What follows belongs to an exercise in optimizing a design on an open flow for small area and a short achievable clock period; a production flow would make more cautious choices. Function was checked by simulation only, so behaviour that the tests miss may differ from the original. Power and IR drop assume default switching activity.

$ cat config.mk
export PLATFORM = sky130hd
export DESIGN_NAME = mac
export DESIGN_NICKNAME = mac
export VERILOG_FILES = /design/flow/design.v
export SDC_FILE = /design/flow/constraint.sdc
export NUM_CORES = 4
export LEC_CHECK = 0
export CAP_MARGIN = 20
export CORE_MARGIN = 2
export CORE_UTILIZATION = 40
export SLEW_MARGIN = 20
export SYNTH_HIERARCHICAL = 1
export SYNTH_MINIMUM_KEEP_SIZE = 0
export SETUP_SLACK_MARGIN = 11.2
export SKIP_GATE_CLONING = 1
export BUFFER_PORTS_ARGS = -buffer_cell sky130_fd_sc_hd__buf_1
export CTS_ARGS = -sink_clustering_enable -repair_clock_nets -dont_use_dummy_load -buf_list sky130_fd_sc_hd__clkbuf_8 -root_buf sky130_fd_sc_hd__clkbuf_8 -sink_clustering_size 30 -sink_clustering_max_diameter 500 -sink_buffer_max_cap_derate 1.0 -sink_clustering_levels 1
$ cat constraint.sdc
create_clock -name core_clock -period 18.0 [get_ports {clk}]
set_input_delay 3.6000 -clock core_clock [delete_from_list [all_inputs] [get_ports {clk}]]
set_output_delay 3.6000 -clock core_clock [all_outputs]
set_load 0.01 [all_outputs]
$ cat design.v
module mac(input clk, input rst, input [15:0] x, input [15:0] y, output [31:0] acc);
reg r0_0;
reg r1_0;
reg r2_0;
reg r3_0;
reg r4_0;
reg r5_0;
reg r6_0;
reg r6_1;
reg r7_0;
reg r7_1;
reg r8_0;
reg r8_1;
reg r9_0;
reg r9_1;
reg r10_0;
reg r10_1;
reg r11_0;
reg r11_1;
reg r12_0;
reg r12_1;
reg r13_0;
reg r13_1;
reg r14_0;
reg r14_1;
reg r15_0;
reg r15_1;
reg r16_0;
reg r16_1;
reg r17_0;
reg r17_1;
reg r18_0;
reg r18_1;
reg r19_0;
reg r19_1;
reg r20_0;
reg r20_1;
reg r21_0;
reg r21_1;
reg r22_0;
reg r22_1;
reg r23_0;
reg r23_1;
reg r24_0;
reg r24_1;
reg r25_0;
reg r25_1;
reg r26_0;
reg r26_1;
reg r27_0;
reg r27_1;
reg r28_0;
reg r28_1;
reg r29_0;
reg r29_1;
reg r30_0;
reg r30_1;
reg r31_0;
reg rci;
wire p1;
wire p2;
wire p3;
wire p4;
wire p5;
wire p6;
wire p7;
wire p8;
wire p9;
wire p10;
wire p11;
wire p12;
wire p13;
wire p14;
wire p15;
wire p16;
wire p17;
wire p18;
wire p19;
wire p20;
wire p21;
wire p22;
wire p23;
wire p24;
wire p25;
wire p26;
wire p27;
wire p28;
wire p29;
wire p30;
wire p31;
wire p32;
wire p33;
wire p34;
wire p35;
wire p36;
wire p37;
wire p38;
wire p39;
wire p40;
wire p41;
wire p42;
wire p43;
wire p44;
wire p45;
wire p46;
wire p47;
wire p48;
wire p49;
wire p50;
wire p51;
wire p52;
wire p53;
wire p54;
wire p55;
wire p56;
wire p57;
wire p58;
wire p59;
wire p60;
wire p61;
wire p62;
wire p63;
wire p64;
wire p65;
wire p66;
wire p67;
wire p68;
wire p69;
wire p70;
wire p71;
wire p72;
wire p73;
wire p74;
wire p75;
wire p76;
wire p77;
wire p78;
wire p79;
wire p80;
wire p81;
wire p82;
wire p83;
wire p84;
wire p85;
wire p86;
wire p87;
wire p88;
wire p89;
wire p90;
wire p91;
wire p92;
wire p93;
wire p94;
wire p95;
wire p96;
wire p97;
wire p98;
wire p99;
wire p100;
wire p101;
wire p102;
wire p103;
wire p104;
wire p105;
wire p106;
wire p107;
wire p108;
wire p109;
wire p110;
wire p111;
wire p112;
wire p113;
wire p114;
wire p115;
wire p116;
wire p117;
wire p118;
wire p119;
wire p120;
wire p121;
wire p122;
wire p123;
wire p124;
wire p125;
wire p126;
wire p127;
wire p128;
wire p129;
wire p130;
wire p131;
wire p132;
wire p133;
wire p134;
wire p135;
wire p136;
wire p137;
wire p138;
wire p139;
wire p140;
wire p141;
wire p142;
wire p143;
wire p144;
wire p145;
wire p146;
wire p147;
wire p148;
wire p149;
wire p150;
wire p151;
wire p152;
wire p153;
wire p154;
wire p155;
wire p156;
wire p157;
wire p158;
wire p159;
wire p160;
wire p161;
wire p162;
wire p163;
wire p164;
wire p165;
wire p166;
wire p167;
wire p168;
wire p169;
wire p170;
wire p171;
wire p172;
wire p173;
wire p174;
wire p175;
wire p176;
wire p177;
wire p178;
wire p179;
wire p180;
wire p181;
wire p182;
wire p183;
wire p184;
wire p185;
wire p186;
wire p187;
wire p188;
wire p189;
wire p190;
wire p191;
wire p192;
wire p193;
wire p194;
wire p195;
wire p196;
wire p197;
wire p198;
wire p199;
wire p200;
wire p201;
wire p202;
wire p203;
wire p204;
wire p205;
wire p206;
wire p207;
wire p208;
wire p209;
wire p210;
wire p211;
wire p212;
wire p213;
wire p214;
wire p215;
wire p216;
wire p217;
wire p218;
wire p219;
wire p220;
wire p221;
wire p222;
wire p223;
wire p224;
wire p225;
wire p226;
wire p227;
wire p228;
wire p229;
wire p230;
wire p231;
wire p232;
wire p233;
wire p234;
wire p235;
wire p236;
wire p237;
wire p238;
wire p239;
wire p240;
wire p241;
wire p242;
wire p243;
wire p244;
wire p245;
wire p246;
wire p247;
wire p248;
wire p249;
wire p250;
wire p251;
wire p252;
wire p253;
wire p254;
wire p255;
wire p256;
wire s257;
wire c258;
wire s259;
wire c260;
wire s261;
wire c262;
wire s263;
wire c264;
wire s265;
wire c266;
wire s267;
wire c268;
wire s269;
wire c270;
wire s271;
wire c272;
wire s273;
wire c274;
wire s275;
wire c276;
wire s277;
wire c278;
wire s279;
wire c280;
wire s281;
wire c282;
wire s283;
wire c284;
wire s285;
wire c286;
wire s287;
wire c288;
wire s289;
wire c290;
wire s291;
wire c292;
wire s293;
wire c294;
wire s295;
wire c296;
wire s297;
wire c298;
wire s299;
wire c300;
wire s301;
wire c302;
wire s303;
wire c304;
wire s305;
wire c306;
wire s307;
wire c308;
wire s309;
wire c310;
wire s311;
wire c312;
wire s313;
wire c314;
wire s315;
wire c316;
wire s317;
wire c318;
wire s319;
wire c320;
wire s321;
wire c322;
wire s323;
wire c324;
wire s325;
wire c326;
wire s327;
wire c328;
wire s329;
wire c330;
wire s331;
wire c332;
wire s333;
wire c334;
wire s335;
wire c336;
wire s337;
wire c338;
wire s339;
wire c340;
wire s341;
wire c342;
wire s343;
wire c344;
wire s345;
wire c346;
wire s347;
wire c348;
wire s349;
wire c350;
wire s351;
wire c352;
wire s353;
wire c354;
wire s355;
wire c356;
wire s357;
wire c358;
wire s359;
wire c360;
wire s361;
wire c362;
wire s363;
wire c364;
wire s365;
wire c366;
wire s367;
wire c368;
wire s369;
wire c370;
wire s371;
wire c372;
wire s373;
wire c374;
wire s375;
wire c376;
wire s377;
wire c378;
wire s379;
wire c380;
wire s381;
wire c382;
wire s383;
wire c384;
wire s385;
wire c386;
wire s387;
wire c388;
wire s389;
wire c390;
wire s391;
wire c392;
wire s393;
wire c394;
wire s395;
wire c396;
wire s397;
wire c398;
wire s399;
wire c400;
wire s401;
wire c402;
wire s403;
wire c404;
wire s405;
wire c406;
wire s407;
wire c408;
wire s409;
wire c410;
wire s411;
wire c412;
wire s413;
wire c414;
wire s415;
wire c416;
wire s417;
wire c418;
wire s419;
wire c420;
wire s421;
wire c422;
wire s423;
wire c424;
wire s425;
wire c426;
wire s427;
wire c428;
wire s429;
wire c430;
wire s431;
wire c432;
wire s433;
wire c434;
wire s435;
wire c436;
wire s437;
wire c438;
wire s439;
wire c440;
wire s441;
wire c442;
wire s443;
wire c444;
wire s445;
wire c446;
wire s447;
wire c448;
wire s449;
wire c450;
wire s451;
wire c452;
wire s453;
wire c454;
wire s455;
wire c456;
wire s457;
wire c458;
wire s459;
wire c460;
wire s461;
wire c462;
wire s463;
wire c464;
wire s465;
wire c466;
wire s467;
wire c468;
wire s469;
wire c470;
wire s471;
wire c472;
wire s473;
wire c474;
wire s475;
wire c476;
wire s477;
wire c478;
wire s479;
wire c480;
wire s481;
wire c482;
wire s483;
wire c484;
wire s485;
wire c486;
wire s487;
wire c488;
wire s489;
wire c490;
wire s491;
wire c492;
wire s493;
wire c494;
wire s495;
wire c496;
wire s497;
wire c498;
wire s499;
wire c500;
wire s501;
wire c502;
wire s503;
wire c504;
wire s505;
wire c506;
wire s507;
wire c508;
wire s509;
wire c510;
wire s511;
wire c512;
wire s513;
wire c514;
wire s515;
wire c516;
wire s517;
wire c518;
wire s519;
wire c520;
wire s521;
wire c522;
wire s523;
wire c524;
wire s525;
wire c526;
wire s527;
wire c528;
wire s529;
wire c530;
wire s531;
wire c532;
wire s533;
wire c534;
wire s535;
wire c536;
wire s537;
wire c538;
wire s539;
wire c540;
wire s541;
wire c542;
wire s543;
wire c544;
wire s545;
wire c546;
wire s547;
wire c548;
wire s549;
wire c550;
wire s551;
wire c552;
wire s553;
wire c554;
wire s555;
wire c556;
wire s557;
wire c558;
wire s559;
wire c560;
wire s561;
wire c562;
wire s563;
wire c564;
wire s565;
wire c566;
wire s567;
wire c568;
wire s569;
wire c570;
wire s571;
wire c572;
wire s573;
wire c574;
wire s575;
wire c576;
wire s577;
wire c578;
wire s579;
wire c580;
wire s581;
wire c582;
wire s583;
wire c584;
wire s585;
wire c586;
wire s587;
wire c588;
wire s589;
wire c590;
wire s591;
wire c592;
wire s593;
wire c594;
wire s595;
wire c596;
wire s597;
wire c598;
wire s599;
wire c600;
wire s601;
wire c602;
wire s603;
wire c604;
wire s605;
wire c606;
wire s607;
wire c608;
wire s609;
wire c610;
wire s611;
wire c612;
wire s613;
wire c614;
wire s615;
wire c616;
wire s617;
wire c618;
wire s619;
wire c620;
wire s621;
wire c622;
wire s623;
wire c624;
wire s625;
wire c626;
wire s627;
wire c628;
wire s629;
wire c630;
wire s631;
wire c632;
wire s633;
wire c634;
wire s635;
wire c636;
wire s637;
wire c638;
wire s639;
wire c640;
wire s641;
wire c642;
wire s643;
wire c644;
wire s645;
wire c646;
wire s647;
wire c648;
wire s649;
wire c650;
wire s651;
wire c652;
wire s653;
wire c654;
wire s655;
wire c656;
wire s657;
wire c658;
wire s659;
wire c660;
wire s661;
wire c662;
wire s663;
wire c664;
wire s665;
wire c666;
wire s667;
wire c668;
wire s669;
wire c670;
wire s671;
wire c672;
wire s673;
wire c674;
wire s675;
wire c676;
wire s677;
wire c678;
wire s679;
wire c680;
wire s681;
wire c682;
wire s683;
wire c684;
wire s685;
wire c686;
wire s687;
wire c688;
wire s689;
wire c690;
wire s691;
wire c692;
wire s693;
wire c694;
wire s695;
wire c696;
wire s697;
wire c698;
wire s699;
wire c700;
wire s701;
wire c702;
wire s703;
wire c704;
wire s705;
wire c706;
wire s707;
wire c708;
wire s709;
wire c710;
wire s711;
wire c712;
wire s713;
wire c714;
wire s715;
wire c716;
wire s717;
wire c718;
wire s719;
wire c720;
wire s721;
wire c722;
wire s723;
wire c724;
wire s725;
wire c726;
wire s727;
wire c728;
wire s729;
wire c730;
wire s731;
wire c732;
wire s733;
wire c734;
wire s735;
wire c736;
wire s737;
wire c738;
wire s739;
wire c740;
wire s741;
wire c742;
wire s743;
wire c744;
wire s745;
wire c746;
wire s747;
wire c748;
wire s749;
wire c750;
wire s751;
wire c752;
wire s753;
wire c754;
wire s755;
wire c756;
wire s757;
wire c758;
wire s759;
wire c760;
wire s761;
wire c762;
wire s763;
wire c764;
wire s765;
wire c766;
wire s767;
wire c768;
wire s769;
wire c770;
wire s771;
wire c772;
wire s773;
wire c774;
wire s775;
wire c776;
wire s777;
wire c778;
wire s779;
wire c780;
wire s781;
wire c782;
wire s783;
wire c784;
wire s785;
wire c786;
wire s787;
wire c788;
wire s789;
wire c790;
wire s791;
wire c792;
wire s793;
wire c794;
wire s795;
wire c796;
wire s797;
wire c798;
wire s799;
wire c800;
wire s801;
wire c802;
wire x803;
wire x804;
wire [15:0] xg = x;
wire r0_0_f = ~r0_0;
wire r1_0_f = ~r1_0;
wire r2_0_f = ~r2_0;
wire r3_0_f = ~r3_0;
wire r4_0_f = ~r4_0;
wire r5_0_f = ~r5_0;
wire r6_0_f = ~r6_0;
wire r6_1_f = ~r6_1;
wire r7_0_f = ~r7_0;
wire r7_1_f = ~r7_1;
wire r8_0_f = ~r8_0;
wire r8_1_f = ~r8_1;
wire r9_0_f = ~r9_0;
wire r9_1_f = ~r9_1;
wire r10_0_f = ~r10_0;
wire r10_1_f = ~r10_1;
wire r11_0_f = ~r11_0;
wire r11_1_f = ~r11_1;
wire r12_0_f = ~r12_0;
wire r12_1_f = ~r12_1;
wire r13_0_f = ~r13_0;
wire r13_1_f = ~r13_1;
wire r14_0_f = ~r14_0;
wire r14_1_f = ~r14_1;
wire r15_0_f = ~r15_0;
wire r15_1_f = ~r15_1;
wire r16_0_f = ~r16_0;
wire r16_1_f = ~r16_1;
wire r17_0_f = ~r17_0;
wire r17_1_f = ~r17_1;
wire r18_0_f = ~r18_0;
wire r18_1_f = ~r18_1;
wire r19_0_f = ~r19_0;
wire r19_1_f = ~r19_1;
wire r20_0_f = ~r20_0;
wire r20_1_f = ~r20_1;
wire r21_0_f = ~r21_0;
wire r21_1_f = ~r21_1;
wire r22_0_f = ~r22_0;
wire r22_1_f = ~r22_1;
wire r23_0_f = ~r23_0;
wire r23_1_f = ~r23_1;
wire r24_0_f = ~r24_0;
wire r24_1_f = ~r24_1;
wire r25_0_f = ~r25_0;
wire r25_1_f = ~r25_1;
wire r26_0_f = ~r26_0;
wire r26_1_f = ~r26_1;
wire r27_0_f = ~r27_0;
wire r27_1_f = ~r27_1;
wire r28_0_f = ~r28_0;
wire r28_1_f = ~r28_1;
wire r29_0_f = ~r29_0;
wire r29_1_f = ~r29_1;
wire r30_0_f = ~r30_0;
wire r30_1_f = ~r30_1;
wire r31_0_f = ~r31_0;
wire rci_f = ~rci;
assign p1 = ~(xg[0] & y[0]);
assign p2 = ~(xg[0] & y[1]);
assign p3 = ~(xg[0] & y[2]);
assign p4 = ~(xg[0] & y[3]);
assign p5 = ~(xg[0] & y[4]);
assign p6 = ~(xg[0] & y[5]);
assign p7 = ~(xg[0] & y[6]);
assign p8 = ~(xg[0] & y[7]);
assign p9 = ~(xg[0] & y[8]);
assign p10 = ~(xg[0] & y[9]);
assign p11 = ~(xg[0] & y[10]);
assign p12 = ~(xg[0] & y[11]);
assign p13 = ~(xg[0] & y[12]);
assign p14 = ~(xg[0] & y[13]);
assign p15 = ~(xg[0] & y[14]);
assign p16 = ~(xg[0] & y[15]);
assign p17 = ~(xg[1] & y[0]);
assign p18 = ~(xg[1] & y[1]);
assign p19 = ~(xg[1] & y[2]);
assign p20 = ~(xg[1] & y[3]);
assign p21 = ~(xg[1] & y[4]);
assign p22 = ~(xg[1] & y[5]);
assign p23 = ~(xg[1] & y[6]);
assign p24 = ~(xg[1] & y[7]);
assign p25 = ~(xg[1] & y[8]);
assign p26 = ~(xg[1] & y[9]);
assign p27 = ~(xg[1] & y[10]);
assign p28 = ~(xg[1] & y[11]);
assign p29 = ~(xg[1] & y[12]);
assign p30 = ~(xg[1] & y[13]);
assign p31 = ~(xg[1] & y[14]);
assign p32 = ~(xg[1] & y[15]);
assign p33 = ~(xg[2] & y[0]);
assign p34 = ~(xg[2] & y[1]);
assign p35 = ~(xg[2] & y[2]);
assign p36 = ~(xg[2] & y[3]);
assign p37 = ~(xg[2] & y[4]);
assign p38 = ~(xg[2] & y[5]);
assign p39 = ~(xg[2] & y[6]);
assign p40 = ~(xg[2] & y[7]);
assign p41 = ~(xg[2] & y[8]);
assign p42 = ~(xg[2] & y[9]);
assign p43 = ~(xg[2] & y[10]);
assign p44 = ~(xg[2] & y[11]);
assign p45 = ~(xg[2] & y[12]);
assign p46 = ~(xg[2] & y[13]);
assign p47 = ~(xg[2] & y[14]);
assign p48 = ~(xg[2] & y[15]);
assign p49 = ~(xg[3] & y[0]);
assign p50 = ~(xg[3] & y[1]);
assign p51 = ~(xg[3] & y[2]);
assign p52 = ~(xg[3] & y[3]);
assign p53 = ~(xg[3] & y[4]);
assign p54 = ~(xg[3] & y[5]);
assign p55 = ~(xg[3] & y[6]);
assign p56 = ~(xg[3] & y[7]);
assign p57 = ~(xg[3] & y[8]);
assign p58 = ~(xg[3] & y[9]);
assign p59 = ~(xg[3] & y[10]);
assign p60 = ~(xg[3] & y[11]);
assign p61 = ~(xg[3] & y[12]);
assign p62 = ~(xg[3] & y[13]);
assign p63 = ~(xg[3] & y[14]);
assign p64 = ~(xg[3] & y[15]);
assign p65 = ~(xg[4] & y[0]);
assign p66 = ~(xg[4] & y[1]);
assign p67 = ~(xg[4] & y[2]);
assign p68 = ~(xg[4] & y[3]);
assign p69 = ~(xg[4] & y[4]);
assign p70 = ~(xg[4] & y[5]);
assign p71 = ~(xg[4] & y[6]);
assign p72 = ~(xg[4] & y[7]);
assign p73 = ~(xg[4] & y[8]);
assign p74 = ~(xg[4] & y[9]);
assign p75 = ~(xg[4] & y[10]);
assign p76 = ~(xg[4] & y[11]);
assign p77 = ~(xg[4] & y[12]);
assign p78 = ~(xg[4] & y[13]);
assign p79 = ~(xg[4] & y[14]);
assign p80 = ~(xg[4] & y[15]);
assign p81 = ~(xg[5] & y[0]);
assign p82 = ~(xg[5] & y[1]);
assign p83 = ~(xg[5] & y[2]);
assign p84 = ~(xg[5] & y[3]);
assign p85 = ~(xg[5] & y[4]);
assign p86 = ~(xg[5] & y[5]);
assign p87 = ~(xg[5] & y[6]);
assign p88 = ~(xg[5] & y[7]);
assign p89 = ~(xg[5] & y[8]);
assign p90 = ~(xg[5] & y[9]);
assign p91 = ~(xg[5] & y[10]);
assign p92 = ~(xg[5] & y[11]);
assign p93 = ~(xg[5] & y[12]);
assign p94 = ~(xg[5] & y[13]);
assign p95 = ~(xg[5] & y[14]);
assign p96 = ~(xg[5] & y[15]);
assign p97 = ~(xg[6] & y[0]);
assign p98 = ~(xg[6] & y[1]);
assign p99 = ~(xg[6] & y[2]);
assign p100 = ~(xg[6] & y[3]);
assign p101 = ~(xg[6] & y[4]);
assign p102 = ~(xg[6] & y[5]);
assign p103 = ~(xg[6] & y[6]);
assign p104 = ~(xg[6] & y[7]);
assign p105 = ~(xg[6] & y[8]);
assign p106 = ~(xg[6] & y[9]);
assign p107 = ~(xg[6] & y[10]);
assign p108 = ~(xg[6] & y[11]);
assign p109 = ~(xg[6] & y[12]);
assign p110 = ~(xg[6] & y[13]);
assign p111 = ~(xg[6] & y[14]);
assign p112 = ~(xg[6] & y[15]);
assign p113 = ~(xg[7] & y[0]);
assign p114 = ~(xg[7] & y[1]);
assign p115 = ~(xg[7] & y[2]);
assign p116 = ~(xg[7] & y[3]);
assign p117 = ~(xg[7] & y[4]);
assign p118 = ~(xg[7] & y[5]);
assign p119 = ~(xg[7] & y[6]);
assign p120 = ~(xg[7] & y[7]);
assign p121 = ~(xg[7] & y[8]);
assign p122 = ~(xg[7] & y[9]);
assign p123 = ~(xg[7] & y[10]);
assign p124 = ~(xg[7] & y[11]);
assign p125 = ~(xg[7] & y[12]);
assign p126 = ~(xg[7] & y[13]);
assign p127 = ~(xg[7] & y[14]);
assign p128 = ~(xg[7] & y[15]);
assign p129 = ~(xg[8] & y[0]);
assign p130 = ~(xg[8] & y[1]);
assign p131 = ~(xg[8] & y[2]);
assign p132 = ~(xg[8] & y[3]);
assign p133 = ~(xg[8] & y[4]);
assign p134 = ~(xg[8] & y[5]);
assign p135 = ~(xg[8] & y[6]);
assign p136 = ~(xg[8] & y[7]);
assign p137 = ~(xg[8] & y[8]);
assign p138 = ~(xg[8] & y[9]);
assign p139 = ~(xg[8] & y[10]);
assign p140 = ~(xg[8] & y[11]);
assign p141 = ~(xg[8] & y[12]);
assign p142 = ~(xg[8] & y[13]);
assign p143 = ~(xg[8] & y[14]);
assign p144 = ~(xg[8] & y[15]);
assign p145 = ~(xg[9] & y[0]);
assign p146 = ~(xg[9] & y[1]);
assign p147 = ~(xg[9] & y[2]);
assign p148 = ~(xg[9] & y[3]);
assign p149 = ~(xg[9] & y[4]);
assign p150 = ~(xg[9] & y[5]);
assign p151 = ~(xg[9] & y[6]);
assign p152 = ~(xg[9] & y[7]);
assign p153 = ~(xg[9] & y[8]);
assign p154 = ~(xg[9] & y[9]);
assign p155 = ~(xg[9] & y[10]);
assign p156 = ~(xg[9] & y[11]);
assign p157 = ~(xg[9] & y[12]);
assign p158 = ~(xg[9] & y[13]);
assign p159 = ~(xg[9] & y[14]);
assign p160 = ~(xg[9] & y[15]);
assign p161 = ~(xg[10] & y[0]);
assign p162 = ~(xg[10] & y[1]);
assign p163 = ~(xg[10] & y[2]);
assign p164 = ~(xg[10] & y[3]);
assign p165 = ~(xg[10] & y[4]);
assign p166 = ~(xg[10] & y[5]);
assign p167 = ~(xg[10] & y[6]);
assign p168 = ~(xg[10] & y[7]);
assign p169 = ~(xg[10] & y[8]);
assign p170 = ~(xg[10] & y[9]);
assign p171 = ~(xg[10] & y[10]);
assign p172 = ~(xg[10] & y[11]);
assign p173 = ~(xg[10] & y[12]);
assign p174 = ~(xg[10] & y[13]);
assign p175 = ~(xg[10] & y[14]);
assign p176 = ~(xg[10] & y[15]);
assign p177 = ~(xg[11] & y[0]);
assign p178 = ~(xg[11] & y[1]);
assign p179 = ~(xg[11] & y[2]);
assign p180 = ~(xg[11] & y[3]);
assign p181 = ~(xg[11] & y[4]);
assign p182 = ~(xg[11] & y[5]);
assign p183 = ~(xg[11] & y[6]);
assign p184 = ~(xg[11] & y[7]);
assign p185 = ~(xg[11] & y[8]);
assign p186 = ~(xg[11] & y[9]);
assign p187 = ~(xg[11] & y[10]);
assign p188 = ~(xg[11] & y[11]);
assign p189 = ~(xg[11] & y[12]);
assign p190 = ~(xg[11] & y[13]);
assign p191 = ~(xg[11] & y[14]);
assign p192 = ~(xg[11] & y[15]);
assign p193 = ~(xg[12] & y[0]);
assign p194 = ~(xg[12] & y[1]);
assign p195 = ~(xg[12] & y[2]);
assign p196 = ~(xg[12] & y[3]);
assign p197 = ~(xg[12] & y[4]);
assign p198 = ~(xg[12] & y[5]);
assign p199 = ~(xg[12] & y[6]);
assign p200 = ~(xg[12] & y[7]);
assign p201 = ~(xg[12] & y[8]);
assign p202 = ~(xg[12] & y[9]);
assign p203 = ~(xg[12] & y[10]);
assign p204 = ~(xg[12] & y[11]);
assign p205 = ~(xg[12] & y[12]);
assign p206 = ~(xg[12] & y[13]);
assign p207 = ~(xg[12] & y[14]);
assign p208 = ~(xg[12] & y[15]);
assign p209 = ~(xg[13] & y[0]);
assign p210 = ~(xg[13] & y[1]);
assign p211 = ~(xg[13] & y[2]);
assign p212 = ~(xg[13] & y[3]);
assign p213 = ~(xg[13] & y[4]);
assign p214 = ~(xg[13] & y[5]);
assign p215 = ~(xg[13] & y[6]);
assign p216 = ~(xg[13] & y[7]);
assign p217 = ~(xg[13] & y[8]);
assign p218 = ~(xg[13] & y[9]);
assign p219 = ~(xg[13] & y[10]);
assign p220 = ~(xg[13] & y[11]);
assign p221 = ~(xg[13] & y[12]);
assign p222 = ~(xg[13] & y[13]);
assign p223 = ~(xg[13] & y[14]);
assign p224 = ~(xg[13] & y[15]);
assign p225 = ~(xg[14] & y[0]);
assign p226 = ~(xg[14] & y[1]);
assign p227 = ~(xg[14] & y[2]);
assign p228 = ~(xg[14] & y[3]);
assign p229 = ~(xg[14] & y[4]);
assign p230 = ~(xg[14] & y[5]);
assign p231 = ~(xg[14] & y[6]);
assign p232 = ~(xg[14] & y[7]);
assign p233 = ~(xg[14] & y[8]);
assign p234 = ~(xg[14] & y[9]);
assign p235 = ~(xg[14] & y[10]);
assign p236 = ~(xg[14] & y[11]);
assign p237 = ~(xg[14] & y[12]);
assign p238 = ~(xg[14] & y[13]);
assign p239 = ~(xg[14] & y[14]);
assign p240 = ~(xg[14] & y[15]);
assign p241 = ~(xg[15] & y[0]);
assign p242 = ~(xg[15] & y[1]);
assign p243 = ~(xg[15] & y[2]);
assign p244 = ~(xg[15] & y[3]);
assign p245 = ~(xg[15] & y[4]);
assign p246 = ~(xg[15] & y[5]);
assign p247 = ~(xg[15] & y[6]);
assign p248 = ~(xg[15] & y[7]);
assign p249 = ~(xg[15] & y[8]);
assign p250 = ~(xg[15] & y[9]);
assign p251 = ~(xg[15] & y[10]);
assign p252 = ~(xg[15] & y[11]);
assign p253 = ~(xg[15] & y[12]);
assign p254 = ~(xg[15] & y[13]);
assign p255 = ~(xg[15] & y[14]);
assign p256 = ~(xg[15] & y[15]);
fa us257 (r0_0_f, p1, 1'b1, s257, c258);
fa us259 (r1_0_f, p17, p2, s259, c260);
fa us261 (c258, s259, 1'b1, s261, c262);
fa us263 (r2_0_f, p18, p3, s263, c264);
fa us265 (p33, c260, s263, s265, c266);
fa us267 (c262, s265, 1'b1, s267, c268);
fa us269 (r3_0_f, p19, p34, s269, c270);
fa us271 (p4, p49, c264, s271, c272);
fa us273 (s269, c266, s271, s273, c274);
fa us275 (c268, s273, 1'b1, s275, c276);
fa us277 (r4_0_f, p20, p35, s277, c278);
fa us279 (p5, p50, p65, s279, c280);
fa us281 (c270, s277, s279, s281, c282);
fa us283 (c272, s281, c274, s283, c284);
fa us285 (c276, s283, 1'b1, s285, c286);
fa us287 (r5_0_f, p21, p36, s287, c288);
fa us289 (p51, p6, p66, s289, c290);
fa us291 (p81, c278, c280, s291, c292);
fa us293 (s287, s289, c282, s293, c294);
fa us295 (s291, s293, c284, s295, c296);
fa us297 (c286, s295, 1'b1, s297, c298);
fa us299 (r6_0_f, r6_1_f, rci_f, s299, c300);
fa us301 (r11_0_f, r11_1_f, 1'b1, s301, c302);
fa us303 (r12_0_f, r12_1_f, p103, s303, c304);
fa us305 (p118, p13, 1'b1, s305, c306);
fa us307 (r13_0_f, r13_1_f, p104, s307, c308);
fa us309 (p119, p134, p14, s309, c310);
fa us311 (p149, p164, 1'b1, s311, c312);
fa us313 (r14_0_f, r14_1_f, p105, s313, c314);
fa us315 (p120, p135, p15, s315, c316);
fa us317 (p150, p165, p180, s317, c318);
fa us319 (p195, p210, 1'b1, s319, c320);
fa us321 (r15_0_f, r15_1_f, p106, s321, c322);
fa us323 (p121, p136, p151, s323, c324);
fa us325 (p16, p166, p181, s325, c326);
fa us327 (p196, p211, p226, s327, c328);
fa us329 (p241, p31, 1'b1, s329, c330);
fa us331 (r16_0_f, r16_1_f, p107, s331, c332);
fa us333 (p122, p137, p152, s333, c334);
fa us335 (p167, p182, p197, s335, c336);
fa us337 (p212, p227, p242, s337, c338);
fa us339 (p32, p47, 1'b1, s339, c340);
fa us341 (r17_0_f, r17_1_f, p108, s341, c342);
fa us343 (p123, p138, p153, s343, c344);
fa us345 (p168, p183, p198, s345, c346);
fa us347 (p213, p228, p243, s347, c348);
fa us349 (r18_0_f, r18_1_f, p109, s349, c350);
fa us351 (p124, p139, p154, s351, c352);
fa us353 (p169, p184, p199, s353, c354);
fa us355 (r19_0_f, r19_1_f, p110, s355, c356);
fa us357 (p125, p140, p155, s357, c358);
fa us359 (r20_0_f, r20_1_f, p111, s359, c360);
fa us361 (s299, p22, p37, s361, c362);
fa us363 (p52, p67, p7, s363, c364);
fa us365 (r7_0_f, r7_1_f, c300, s365, c366);
fa us367 (p113, p23, p38, s367, c368);
fa us369 (r8_0_f, r8_1_f, p114, s369, c370);
fa us371 (p129, p24, p39, s371, c372);
fa us373 (r9_0_f, r9_1_f, p10, s373, c374);
fa us375 (p100, p115, p130, s375, c376);
fa us377 (p145, p25, 1'b1, s377, c378);
fa us379 (r10_0_f, r10_1_f, p101, s379, c380);
fa us381 (p11, p116, p131, s381, c382);
fa us383 (p146, p161, p26, s383, c384);
fa us385 (p41, p56, 1'b1, s385, c386);
fa us387 (s301, p102, p117, s387, c388);
fa us389 (p12, p132, p147, s389, c390);
fa us391 (p162, p177, p27, s391, c392);
fa us393 (p42, p57, p72, s393, c394);
fa us395 (c302, p133, p148, s395, c396);
fa us397 (p163, p178, p193, s397, c398);
fa us399 (p28, p43, p58, s399, c400);
fa us401 (p73, p88, s303, s401, c402);
fa us403 (p179, p194, p209, s403, c404);
fa us405 (p29, p44, p59, s405, c406);
fa us407 (p74, p89, c304, s407, c408);
fa us409 (c306, s307, s309, s409, c410);
fa us411 (p225, p30, p45, s411, c412);
fa us413 (p60, p75, p90, s413, c414);
fa us415 (c308, c310, c312, s415, c416);
fa us417 (s313, s315, s317, s417, c418);
fa us419 (p46, p61, p76, s419, c420);
fa us421 (p91, c314, c316, s421, c422);
fa us423 (c318, c320, s321, s423, c424);
fa us425 (s323, s325, s327, s425, c426);
fa us427 (p62, p77, p92, s427, c428);
fa us429 (c322, c324, c326, s429, c430);
fa us431 (c328, c330, s331, s431, c432);
fa us433 (s333, s335, s337, s433, c434);
fa us435 (p48, p63, p78, s435, c436);
fa us437 (p93, c332, c334, s437, c438);
fa us439 (c336, c338, c340, s439, c440);
fa us441 (s341, s343, s345, s441, c442);
fa us443 (p214, p229, p244, s443, c444);
fa us445 (p64, p79, p94, s445, c446);
fa us447 (c342, c344, c346, s447, c448);
fa us449 (c348, s349, s351, s449, c450);
fa us451 (p170, p185, p200, s451, c452);
fa us453 (p215, p230, p245, s453, c454);
fa us455 (p80, p95, c350, s455, c456);
fa us457 (c352, c354, s355, s457, c458);
fa us459 (p126, p141, p156, s459, c460);
fa us461 (p171, p186, p201, s461, c462);
fa us463 (p216, p231, p246, s463, c464);
fa us465 (p96, c356, c358, s465, c466);
fa us467 (r21_0_f, r21_1_f, p112, s467, c468);
fa us469 (p127, p142, p157, s469, c470);
fa us471 (p172, p187, p202, s471, c472);
fa us473 (p217, p232, p247, s473, c474);
fa us475 (r22_0_f, r22_1_f, p128, s475, c476);
fa us477 (p143, p158, p173, s477, c478);
fa us479 (p188, p203, p218, s479, c480);
fa us481 (r23_0_f, r23_1_f, p144, s481, c482);
fa us483 (p159, p174, p189, s483, c484);
fa us485 (r24_0_f, r24_1_f, p160, s485, c486);
fa us487 (p82, p97, c288, s487, c488);
fa us489 (c290, s361, 1'b1, s489, c490);
fa us491 (s365, p53, p68, s491, c492);
fa us493 (p8, p83, p98, s493, c494);
fa us495 (c362, c364, 1'b1, s495, c496);
fa us497 (c366, p54, p69, s497, c498);
fa us499 (p84, p9, p99, s499, c500);
fa us501 (c368, s369, s371, s501, c502);
fa us503 (p40, p55, p70, s503, c504);
fa us505 (p85, c370, c372, s505, c506);
fa us507 (s373, s375, s377, s507, c508);
fa us509 (p71, p86, c374, s509, c510);
fa us511 (c376, c378, s379, s511, c512);
fa us513 (s381, s383, s385, s513, c514);
fa us515 (p87, c380, c382, s515, c516);
fa us517 (c384, c386, s387, s517, c518);
fa us519 (s389, s391, s393, s519, c520);
fa us521 (c388, c390, c392, s521, c522);
fa us523 (c394, s305, s395, s523, c524);
fa us525 (s397, s399, s401, s525, c526);
fa us527 (c396, c398, c400, s527, c528);
fa us529 (s311, s403, s405, s529, c530);
fa us531 (c402, s407, s409, s531, c532);
fa us533 (c404, c406, s319, s533, c534);
fa us535 (s411, s413, c408, s535, c536);
fa us537 (c410, s415, s417, s537, c538);
fa us539 (c412, c414, s329, s539, c540);
fa us541 (s419, c416, c418, s541, c542);
fa us543 (s421, s423, s425, s543, c544);
fa us545 (c420, s339, s427, s545, c546);
fa us547 (c422, c424, c426, s547, c548);
fa us549 (s429, s431, s433, s549, c550);
fa us551 (c428, s347, s435, s551, c552);
fa us553 (c430, c432, c434, s553, c554);
fa us555 (s437, s439, s441, s555, c556);
fa us557 (c436, s353, s443, s557, c558);
fa us559 (s445, c438, c440, s559, c560);
fa us561 (c442, s447, s449, s561, c562);
fa us563 (c444, c446, s357, s563, c564);
fa us565 (s451, s453, c448, s565, c566);
fa us567 (c450, s455, s457, s567, c568);
fa us569 (c452, c454, s359, s569, c570);
fa us571 (s459, s461, s463, s571, c572);
fa us573 (c456, c458, s465, s573, c574);
fa us575 (c360, c460, c462, s575, c576);
fa us577 (c464, s467, s469, s577, c578);
fa us579 (s471, s473, c466, s579, c580);
fa us581 (p233, p248, c468, s581, c582);
fa us583 (c470, c472, c474, s583, c584);
fa us585 (s475, s477, s479, s585, c586);
fa us587 (p204, p219, p234, s587, c588);
fa us589 (p249, c476, c478, s589, c590);
fa us591 (c480, s481, s483, s591, c592);
fa us593 (p175, p190, p205, s593, c594);
fa us595 (p220, p235, p250, s595, c596);
fa us597 (c482, c484, s485, s597, c598);
fa us599 (r25_0_f, r25_1_f, p176, s599, c600);
fa us601 (p191, p206, p221, s601, c602);
fa us603 (p236, p251, c486, s603, c604);
fa us605 (r26_0_f, r26_1_f, p192, s605, c606);
fa us607 (p207, p222, p237, s607, c608);
fa us609 (r27_0_f, r27_1_f, p208, s609, c610);
fa us611 (s363, c292, s487, s611, c612);
fa us613 (s367, s491, s493, s613, c614);
fa us615 (c488, c490, 1'b1, s615, c616);
fa us617 (c492, c494, s497, s617, c618);
fa us619 (s499, c496, s501, s619, c620);
fa us621 (c498, c500, s503, s621, c622);
fa us623 (c502, s505, s507, s623, c624);
fa us625 (c504, c506, c508, s625, c626);
fa us627 (s509, s511, s513, s627, c628);
fa us629 (c510, c512, c514, s629, c630);
fa us631 (s515, s517, s519, s631, c632);
fa us633 (c516, c518, c520, s633, c634);
fa us635 (s521, s523, s525, s635, c636);
fa us637 (c522, c524, s527, s637, c638);
fa us639 (s529, c526, s531, s639, c640);
fa us641 (c528, c530, s533, s641, c642);
fa us643 (s535, c532, s537, s643, c644);
fa us645 (c534, s539, c536, s645, c646);
fa us647 (c538, s541, s543, s647, c648);
fa us649 (c540, s545, c542, s649, c650);
fa us651 (c544, s547, s549, s651, c652);
fa us653 (c546, s551, c548, s653, c654);
fa us655 (c550, s553, s555, s655, c656);
fa us657 (c552, s557, c554, s657, c658);
fa us659 (s559, c556, s561, s659, c660);
fa us661 (c558, s563, c560, s661, c662);
fa us663 (s565, c562, s567, s663, c664);
fa us665 (c564, s569, s571, s665, c666);
fa us667 (c566, c568, s573, s667, c668);
fa us669 (c570, c572, s575, s669, c670);
fa us671 (s577, c574, s579, s671, c672);
fa us673 (c576, c578, s581, s673, c674);
fa us675 (s583, s585, c580, s675, c676);
fa us677 (s587, c582, c584, s677, c678);
fa us679 (c586, s589, s591, s679, c680);
fa us681 (c588, s593, s595, s681, c682);
fa us683 (c590, c592, s597, s683, c684);
fa us685 (c594, c596, s599, s685, c686);
fa us687 (s601, c598, s603, s687, c688);
fa us689 (p252, c600, c602, s689, c690);
fa us691 (s605, s607, c604, s691, c692);
fa us693 (p223, p238, p253, s693, c694);
fa us695 (c606, c608, s609, s695, c696);
fa us697 (r28_0_f, r28_1_f, p224, s697, c698);
fa us699 (p239, p254, c610, s699, c700);
fa us701 (r29_0_f, r29_1_f, p240, s701, c702);
fa us703 (s489, c294, 1'b1, s703, c704);
fa us705 (s495, s613, c612, s705, c706);
fa us707 (c614, s617, c616, s707, c708);
fa us709 (c618, s621, c620, s709, c710);
fa us711 (c622, c624, s625, s711, c712);
fa us713 (c626, c628, s629, s713, c714);
fa us715 (c630, c632, s633, s715, c716);
fa us717 (c634, s637, c636, s717, c718);
fa us719 (c638, s641, c640, s719, c720);
fa us721 (c642, s645, c644, s721, c722);
fa us723 (c646, s649, c648, s723, c724);
fa us725 (c650, s653, c652, s725, c726);
fa us727 (c654, s657, c656, s727, c728);
fa us729 (c658, s661, c660, s729, c730);
fa us731 (s665, c662, c664, s731, c732);
fa us733 (c666, s669, c668, s733, c734);
fa us735 (c670, s673, c672, s735, c736);
fa us737 (c674, s677, s679, s737, c738);
fa us739 (s681, c678, c680, s739, c740);
fa us741 (c682, s685, c684, s741, c742);
fa us743 (c686, s689, c688, s743, c744);
fa us745 (s693, c690, s695, s745, c746);
fa us747 (c694, s697, c696, s747, c748);
fa us749 (p255, c698, s701, s749, c750);
fa us751 (r30_0_f, r30_1_f, p256, s751, c752);
fa us753 (s611, s703, 1'b1, s753, c754);
fa us755 (s615, c704, s705, s755, c756);
fa us757 (s619, c706, s707, s757, c758);
fa us759 (s623, c708, s709, s759, c760);
fa us761 (s627, c710, s711, s761, c762);
fa us763 (s631, c712, s713, s763, c764);
fa us765 (c714, s715, s635, s765, c766);
fa us767 (c716, s639, s717, s767, c768);
fa us769 (s643, c718, s719, s769, c770);
fa us771 (s647, c720, s721, s771, c772);
fa us773 (s651, c722, s723, s773, c774);
fa us775 (s655, c724, s725, s775, c776);
fa us777 (s659, c726, s727, s777, c778);
fa us779 (s663, c728, s729, s779, c780);
fa us781 (s667, c730, s731, s781, c782);
fa us783 (s671, c732, s733, s783, c784);
fa us785 (s675, c734, s735, s785, c786);
fa us787 (c676, s737, c736, s787, c788);
fa us789 (s683, c738, s739, s789, c790);
fa us791 (s687, c740, s741, s791, c792);
fa us793 (s691, c742, s743, s793, c794);
fa us795 (c692, s745, c744, s795, c796);
fa us797 (s699, c746, s747, s797, c798);
fa us799 (c700, s749, c748, s799, c800);
fa us801 (c702, s751, c750, s801, c802);
assign x803 = ~(r31_0_f ^ c752);
assign x804 = ~(x803 ^ c802);
always @(posedge clk) begin
  r0_0 <= ~(rst | s257);
  r1_0 <= ~(rst | s261);
  r2_0 <= ~(rst | s267);
  r3_0 <= ~(rst | s275);
  r4_0 <= ~(rst | s285);
  r5_0 <= ~(rst | s297);
  r6_0 <= ~(rst | c296);
  r6_1 <= ~(rst | s753);
  r7_0 <= ~(rst | c754);
  r7_1 <= ~(rst | s755);
  r8_0 <= ~(rst | c756);
  r8_1 <= ~(rst | s757);
  r9_0 <= ~(rst | c758);
  r9_1 <= ~(rst | s759);
  r10_0 <= ~(rst | c760);
  r10_1 <= ~(rst | s761);
  r11_0 <= ~(rst | c762);
  r11_1 <= ~(rst | s763);
  r12_0 <= ~(rst | c764);
  r12_1 <= ~(rst | s765);
  r13_0 <= ~(rst | c766);
  r13_1 <= ~(rst | s767);
  r14_0 <= ~(rst | c768);
  r14_1 <= ~(rst | s769);
  r15_0 <= ~(rst | c770);
  r15_1 <= ~(rst | s771);
  r16_0 <= ~(rst | c772);
  r16_1 <= ~(rst | s773);
  r17_0 <= ~(rst | c774);
  r17_1 <= ~(rst | s775);
  r18_0 <= ~(rst | c776);
  r18_1 <= ~(rst | s777);
  r19_0 <= ~(rst | c778);
  r19_1 <= ~(rst | s779);
  r20_0 <= ~(rst | c780);
  r20_1 <= ~(rst | s781);
  r21_0 <= ~(rst | c782);
  r21_1 <= ~(rst | s783);
  r22_0 <= ~(rst | c784);
  r22_1 <= ~(rst | s785);
  r23_0 <= ~(rst | c786);
  r23_1 <= ~(rst | s787);
  r24_0 <= ~(rst | s789);
  r24_1 <= ~(rst | c788);
  r25_0 <= ~(rst | c790);
  r25_1 <= ~(rst | s791);
  r26_0 <= ~(rst | c792);
  r26_1 <= ~(rst | s793);
  r27_0 <= ~(rst | c794);
  r27_1 <= ~(rst | s795);
  r28_0 <= ~(rst | s797);
  r28_1 <= ~(rst | c796);
  r29_0 <= ~(rst | c798);
  r29_1 <= ~(rst | s799);
  r30_0 <= ~(rst | s801);
  r30_1 <= ~(rst | c800);
  r31_0 <= ~(rst | x804);
  rci <= ~(rst | c298);
end
assign acc[0] = r0_0;
assign acc[1] = r1_0;
assign acc[2] = r2_0;
assign acc[3] = r3_0;
assign acc[4] = r4_0;
assign acc[5] = r5_0;
wire [25:0] ra = {r31_0, r30_0, r29_0, r28_0, r27_0, r26_0, r25_0, r24_0, r23_0, r22_0, r21_0, r20_0, r19_0, r18_0, r17_0, r16_0, r15_0, r14_0, r13_0, r12_0, r11_0, r10_0, r9_0, r8_0, r7_0, r6_0};
wire [25:0] rb = {1'b0, r30_1, r29_1, r28_1, r27_1, r26_1, r25_1, r24_1, r23_1, r22_1, r21_1, r20_1, r19_1, r18_1, r17_1, r16_1, r15_1, r14_1, r13_1, r12_1, r11_1, r10_1, r9_1, r8_1, r7_1, r6_1};
addn u_add (ra, rb, rci, acc[31:6]);
endmodule
module addn(input [25:0] a, input [25:0] b, input ci, output [25:0] s);
wire [25:0] g, p, c;
pgen u_pg (a, b, g, p);
pfx u_pfx (g, p, ci, c);
assign s = p ^ c;
endmodule
module pgen(input [25:0] a, input [25:0] b, output [25:0] g, output [25:0] p);
assign g = a & b;
assign p = a ^ b;
endmodule
module pfx(input [25:0] g, input [25:0] p, input ci, output [25:0] c);
wire gc0 = g[0] | (p[0] & ci);
wire G1 = g[1] | (p[1] & gc0);
wire G2 = g[3] | (p[3] & g[2]);
wire P2 = p[3] & p[2];
wire G3 = g[5] | (p[5] & g[4]);
wire P3 = p[5] & p[4];
wire G4 = g[7] | (p[7] & g[6]);
wire P4 = p[7] & p[6];
wire G5 = g[9] | (p[9] & g[8]);
wire P5 = p[9] & p[8];
wire G6 = g[11] | (p[11] & g[10]);
wire P6 = p[11] & p[10];
wire G7 = g[13] | (p[13] & g[12]);
wire P7 = p[13] & p[12];
wire G8 = g[15] | (p[15] & g[14]);
wire P8 = p[15] & p[14];
wire G9 = g[17] | (p[17] & g[16]);
wire P9 = p[17] & p[16];
wire G10 = g[19] | (p[19] & g[18]);
wire P10 = p[19] & p[18];
wire G11 = g[21] | (p[21] & g[20]);
wire P11 = p[21] & p[20];
wire G12 = g[23] | (p[23] & g[22]);
wire P12 = p[23] & p[22];
wire G13 = g[25] | (p[25] & g[24]);
wire P13 = p[25] & p[24];
wire G14 = g[2] | (p[2] & G1);
wire G15 = G2 | (P2 & G1);
wire G16 = g[6] | (p[6] & G3);
wire P16 = p[6] & P3;
wire G17 = G4 | (P4 & G3);
wire P17 = P4 & P3;
wire G18 = g[10] | (p[10] & G5);
wire P18 = p[10] & P5;
wire G19 = G6 | (P6 & G5);
wire P19 = P6 & P5;
wire G20 = g[14] | (p[14] & G7);
wire P20 = p[14] & P7;
wire G21 = G8 | (P8 & G7);
wire P21 = P8 & P7;
wire G22 = g[18] | (p[18] & G9);
wire P22 = p[18] & P9;
wire G23 = G10 | (P10 & G9);
wire P23 = P10 & P9;
wire G24 = g[22] | (p[22] & G11);
wire P24 = p[22] & P11;
wire G25 = G12 | (P12 & G11);
wire P25 = P12 & P11;
wire G26 = g[4] | (p[4] & G15);
wire G27 = G3 | (P3 & G15);
wire G28 = G16 | (P16 & G15);
wire G29 = G17 | (P17 & G15);
wire G30 = g[12] | (p[12] & G19);
wire P30 = p[12] & P19;
wire G31 = G7 | (P7 & G19);
wire P31 = P7 & P19;
wire G32 = G20 | (P20 & G19);
wire P32 = P20 & P19;
wire G33 = G21 | (P21 & G19);
wire P33 = P21 & P19;
wire G34 = g[20] | (p[20] & G23);
wire P34 = p[20] & P23;
wire G35 = G11 | (P11 & G23);
wire P35 = P11 & P23;
wire G36 = G24 | (P24 & G23);
wire P36 = P24 & P23;
wire G37 = G25 | (P25 & G23);
wire P37 = P25 & P23;
wire G38 = g[8] | (p[8] & G29);
wire G39 = G5 | (P5 & G29);
wire G40 = G18 | (P18 & G29);
wire G41 = G19 | (P19 & G29);
wire G42 = G30 | (P30 & G29);
wire G43 = G31 | (P31 & G29);
wire G44 = G32 | (P32 & G29);
wire G45 = G33 | (P33 & G29);
wire G46 = g[24] | (p[24] & G37);
wire P46 = p[24] & P37;
wire G47 = G13 | (P13 & G37);
wire P47 = P13 & P37;
wire G48 = g[16] | (p[16] & G45);
wire G49 = G9 | (P9 & G45);
wire G50 = G22 | (P22 & G45);
wire G51 = G23 | (P23 & G45);
wire G52 = G34 | (P34 & G45);
wire G53 = G35 | (P35 & G45);
wire G54 = G36 | (P36 & G45);
wire G55 = G37 | (P37 & G45);
wire G56 = G46 | (P46 & G45);
wire G57 = G47 | (P47 & G45);
assign c[0] = ci;
assign c[1] = gc0;
assign c[2] = G1;
assign c[3] = G14;
assign c[4] = G15;
assign c[5] = G26;
assign c[6] = G27;
assign c[7] = G28;
assign c[8] = G29;
assign c[9] = G38;
assign c[10] = G39;
assign c[11] = G40;
assign c[12] = G41;
assign c[13] = G42;
assign c[14] = G43;
assign c[15] = G44;
assign c[16] = G45;
assign c[17] = G48;
assign c[18] = G49;
assign c[19] = G50;
assign c[20] = G51;
assign c[21] = G52;
assign c[22] = G53;
assign c[23] = G54;
assign c[24] = G55;
assign c[25] = G56;
endmodule
module fa(input a, input b, input c, output s, output co);
assign s = a ^ b ^ c;
assign co = (a & b) | (a & c) | (b & c);
endmodule
$ cat flow/run.sh
#!/bin/bash
# Layout: the standard ORFS flow (standard.sh, standard synthesis), with
#  - timing repair aimed at a setup slack of flow/margin ns, so the resizer
#    works on the real critical paths even though the clock period is loose
#    (no gate cloning, so each port keeps exactly one buffer),
#  - the standard port buffering (every port gets its own buffer), with the
#    buffer cell in flow/portbuf,
#  - a clock tree without dummy balancing loads, extra CTS options in flow/cts.
# standard.log here holds make's output; ORFS's own logs are in orfs/logs.
set -euo pipefail
M=$(cat flow/margin)
PB=$(cat flow/portbuf)
CTS_EXTRA=$(cat flow/cts 2>/dev/null || true)
cat >> config.mk <<EOC
export SETUP_SLACK_MARGIN = $M
export SKIP_GATE_CLONING = 1
export BUFFER_PORTS_ARGS = -buffer_cell $PB
export CTS_ARGS = -sink_clustering_enable -repair_clock_nets -dont_use_dummy_load $CTS_EXTRA
EOC
bash standard.sh > standard.log 2>&1
$ cat flow/cts
-buf_list sky130_fd_sc_hd__clkbuf_8 -root_buf sky130_fd_sc_hd__clkbuf_8 -sink_clustering_size 30 -sink_clustering_max_diameter 500 -sink_buffer_max_cap_derate 1.0 -sink_clustering_levels 1
$ cat flow/margin
11.2
$ cat flow/portbuf
sky130_fd_sc_hd__buf_1
$ cat standard.sh
#!/bin/bash
# synth_recipe.tcl (not shown) runs the flow's synth.tcl, then flattens the netlist and writes it again
# the make line also repeats each setting of config.mk as NAME=value (left out here)
make -C /OpenROAD-flow-scripts/flow DESIGN_CONFIG=/design/flow/config.mk WORK_HOME=/design/flow/orfs CLKGATE_MAP_FILE= SYNTH_SCRIPT=/design/flow/synth_recipe.tcl "${@:-finish}"
==> results by group <==
Setup path
  • Standard cell with the maximum stage delay on the critical path: sky130_fd_sc_hd__fa_1
  • Critical path startpoint category: input port
  • Cell-by-cell trace of the critical path: clkbuf_4 -> nand2_1 -> fa_1 -> fa_1 -> fa_1 -> fa_1 -> fa_1 -> fa_1 -> nor2_1
  • Required time at the endpoint of the critical path: about 18 ns
  • Crit path kind: input port to flop
  • Data arrival time of the critical path: around 6.9 ns
  • Cell mode on critical path: sky130_fd_sc_hd__fa_1
  • Sort of element at the end of the critical path: flop
  • Slowest stage delay, CP: around 0.54 ns
  • Max Fanout on Critical Path: 16

Finish
  • Reg area: ~0.0012 mm2
  • Number of nets in the finished design: roughly 1,300
  • Area occupied by multi-input gates: a little under 0.008 mm2
  • Final standard cell count with taps included and fillers excluded: roughly 1,200
  • Fraction of final layout cells sized beyond drive strength 1: between 6 and 7%
  • Number of fillers in the final layout: around 2,300
  • Synth-to-Final Area Change: 4.87%

STA
  • Clock Skew: around 0.021 ns
  • Fin Hold WS: ~0.63 ns
  • Setup total negative slack: 0 ns
  • # setup viols final: 0
  • Setup repair after global routing missed its margin: no
  • Pin slew with the least headroom to its limit: between 0.6 and 0.7 ns
  • Final critical-path required period: 6.68 ns
  • Final Max Slew Viols: 0
  • Final critical-path share of the clock period: a little under two fifths
  • Max frequency: between 0.1 and 0.15 GHz
  • Max_slew headroom: about 56%
  • Number of hold violations in the final report: 0

Drt
  • Remaining number of nets flagged by the antenna check after routing: 0
  • Drt wl/cell: around 19 um
  • Routed via count: 6,244
  • Total Wirelength: 23.4 mm
  • Detail-routed via count per cell: 5.00
  • Remaining DRCs: 0
  • Number of DRC markers in iteration 0: 346
  • First drt pass iteration count: 4

Global routing
  • Vias in the first global route: approximately 7,100
  • All-layer global routing usage: 20.1%
  • Pin count of the biggest net entering global routing: slightly below 60
  • Number of antenna violations at the first check in global routing: 1
  • Overflow left after global routing: 0
  • Wire length of the first global-routing pass: just under 40 mm

Floorplanning
  • Core box area: 0.0235 mm2
  • I/O pin count: 66
  • Die span in x: about 160 um
  • DIE AREA: 0.0253 mm2
  • Total number of placement rows: 56
  • Initial Utilization: just over 40%
  • Die height: between 150 and 200 um

CTS
  • Clock net sink count: slightly below 60
  • Clock slew at reported path FFs: 0.06 ns
  • Setup Fix Bufs, Post-CTS: 0
  • TritonCTS Buffers: 9
  • CTS tree: built
  • H-tree levels: 3
  • Post-cts resize count: 45
  • Clock tree root driver cell: sky130_fd_sc_hd__clkbuf_8
  • Number of buffers on the longest clock path: 2
  • Post-CTS Hold Buffers: 0
  • Latest clock arrival within the worst-skew pair: approximately 0.37 ns

Power and ir drop
  • Power per unit of standard cell area: around 170 mW/mm2
  • Static leakage: approximately 3.9 nW
  • Worst ir drop on vdd: between 0.07 and 0.08 mV

Logic synthesis
  • Number of instances in the synthesized netlist: 923
  • Post-synthesis instance area: ~0.0096 mm2
  • Number of warning messages in the yosys log: 7
  • Flip-flop cell with the highest count after synthesis: sky130_fd_sc_hd__dfxtp_1
  • Distinct cells, synth: 34
  • Post-synth EDFFs: 0
  • Flip-flop and latch count after synthesis: between 50 and 60
  • Sequential share of the synthesized area: ~12%
  • Share of async-settable or async-resettable flops after synthesis: 0%
  • Avg Inst Size Synth: ~10 um2

Placement
  • Routability congestion estimate: between 0.8 and 0.9
  • Placed wire-length estimate: around 18 mm
  • Total placed cells including tap cells: approximately 1,200
  • Number of I/O port buffers: 65

Run status
  • Result of the run: finished clean

Run
  • Max_cap viols: 0

Hold path
  • Type of the tightest min-delay check: flop to flop
[per-stage QoR]
step                      power [W]  cell area [um2]  setup slack, ns  utilization, %
after floorplan             0.00133             9930            11.18               -
after global placement      0.00163             9880            10.47            42.0
after detailed placement    0.00165             9880            10.44            42.0
after CTS                   0.00177            10100            11.20            42.7
after global routing        0.00200            10100            11.18            42.9
final                       0.00173            10100            11.32            42.9
[synth_stat cells (2+ instances only)]
cell | instances | area (um2)
sky130_fd_sc_hd__clkbuf_2 | 32 | 160
sky130_fd_sc_hd__buf_6 | 2 | 22.5
sky130_fd_sc_hd__nand4_1 | 5 | 31.3
sky130_fd_sc_hd__a21o_1 | 20 | 150
sky130_fd_sc_hd__inv_1 | 59 | 221
sky130_fd_sc_hd__a31o_1 | 2 | 17.5
sky130_fd_sc_hd__buf_4 | 33 | 248
sky130_fd_sc_hd__xor2_1 | 26 | 228
sky130_fd_sc_hd__o21ai_0 | 3 | 15.0
sky130_fd_sc_hd__o21a_1 | 2 | 15.0
sky130_fd_sc_hd__ha_1 | 26 | 325
sky130_fd_sc_hd__nand2_1 | 261 | 980
sky130_fd_sc_hd__dfxtp_1 | 58 | 1160
sky130_fd_sc_hd__fa_1 | 273 | 5470
sky130_fd_sc_hd__nor2_1 | 59 | 221
sky130_fd_sc_hd__buf_2 | 35 | 175
sky130_fd_sc_hd__conb_1 | 2 | 7.51
sky130_fd_sc_hd__a21oi_1 | 8 | 40.0
sky130_fd_sc_hd__nand2b_1 | 2 | 12.5
[worst paths after layout]
path / start / end / slack [ns] / depth (start not counted)
setup / recovery: y[8] / r20_1$_DFF_P_ / 11.32 / 9
hold / removal: r0_0$_DFF_P_ / r0_0$_DFF_P_ / 0.63 / 3
setup reg to reg: r11_0$_DFF_P_ / r13_1$_DFF_P_ / 14.45 / 8
hold reg to reg: r0_0$_DFF_P_ / r0_0$_DFF_P_ / 0.63 / 3
[per-layer routing]
layer | up-vias | share of wire (%) | global-route usage [%]
met5 | - | 0 | 0
met2 | 200 | 51 | 34.6
met1 | 3300 | 41 | 26.0
met4 | 0 | 2.5 | 6.90
li1 | 2706 | - | -
met3 | 38 | 5.4 | 3.07
[placed cells by master, fill, tap and decap left out, types with 3 or more instances in the layout]
cell and n:
sky130_fd_sc_hd__buf_6 4, sky130_fd_sc_hd__buf_1 45, sky130_fd_sc_hd__o21ai_0 3, sky130_fd_sc_hd__ha_1 26, sky130_fd_sc_hd__clkbuf_4 12, sky130_fd_sc_hd__inv_1 59
sky130_fd_sc_hd__nor2_1 59, sky130_fd_sc_hd__fa_1 259, sky130_fd_sc_hd__xor2_1 26, sky130_fd_sc_hd__a21oi_1 8, sky130_fd_sc_hd__a21o_1 20, sky130_fd_sc_hd__nand2_1 261
sky130_fd_sc_hd__buf_4 10, sky130_fd_sc_hd__conb_1 20, sky130_fd_sc_hd__buf_2 6, sky130_fd_sc_hd__fa_2 14, sky130_fd_sc_hd__dfxtp_1 58, sky130_fd_sc_hd__clkbuf_8 9
sky130_fd_sc_hd__nand4_1 5
[worst max-delay path, delay by kind of cell]
kind                       cells  cell delay, ns
adders and majority gates      6            2.85
buffers and inverters          1            0.26
and+or+nand+nor                2            0.16
[Yosys stat by module (local to each module, per instance)]
module	copies in the design	area [um2]	flops+latches
mac	1	2990	58
pfx	1	619	0
addn	1	228	0
pgen	1	325	0
fa	273	20.0	0
[layout make-up]
cell class / instances / share of cell area (%)
Antenna cell: 2 / 0.0495
Clock buffer: 9 / 1.23
Inverter: 59 / 2.19
Multi-Input combinational cell: 722 / 76.9
Sequential cell: 58 / 11.5
Tap cell: 319 / 3.95
Timing Repair Buffer: 79 / 4.15
[where the power goes]
group          internal, W  switching (W)   total, W
logic             0.000649       0.000760    0.00141
clock network    0.0000444      0.0000519  0.0000963
registers         0.000195      0.0000286   0.000224
total             0.000889       0.000841    0.00173
[kinds of logic (layout without fill, tap and decap cells)]
logic type	after synthesis	count (layout)	synth area share, %
DFF	58	58	12.1
other	2	22	0.0780
and+or+nand+nor	330	330	13.2
adders and majority gates	299	299	60.1
xor gates and xnor gates	27	27	2.60
buffers and inverters	161	147	8.59
AOI/OAI and AO/OA	46	46	3.39

[port drivers added, routing unchanged]
In the flow no input, the clock included, has a driving cell. The finished layout below was timed again as built, in two steps. Step 1: set_driving_cell puts a clkbuf_16 on clk and a buf_2 on each other input, an assumption about the parent block. Step 2 also shifts input and output timing later by t, the mid clock arrival at the registers, as if the neighbouring blocks saw the same clock. a / b / c = no drivers / after step 1 / after step 2; a / b = the first two.
t (ns): 0.405
slack for setup (ns): 11.320 / 11.326 / 10.932
worst setup path after step 2: input to register
latest minus earliest clock arrival (ns): 0.022 / 0.022
worst slew at a driven data input, ns: 0.08
After both steps this run still meets setup and hold. The setup slack of this run moves by +0.006 ns with the drivers and by -0.388 ns with both steps.
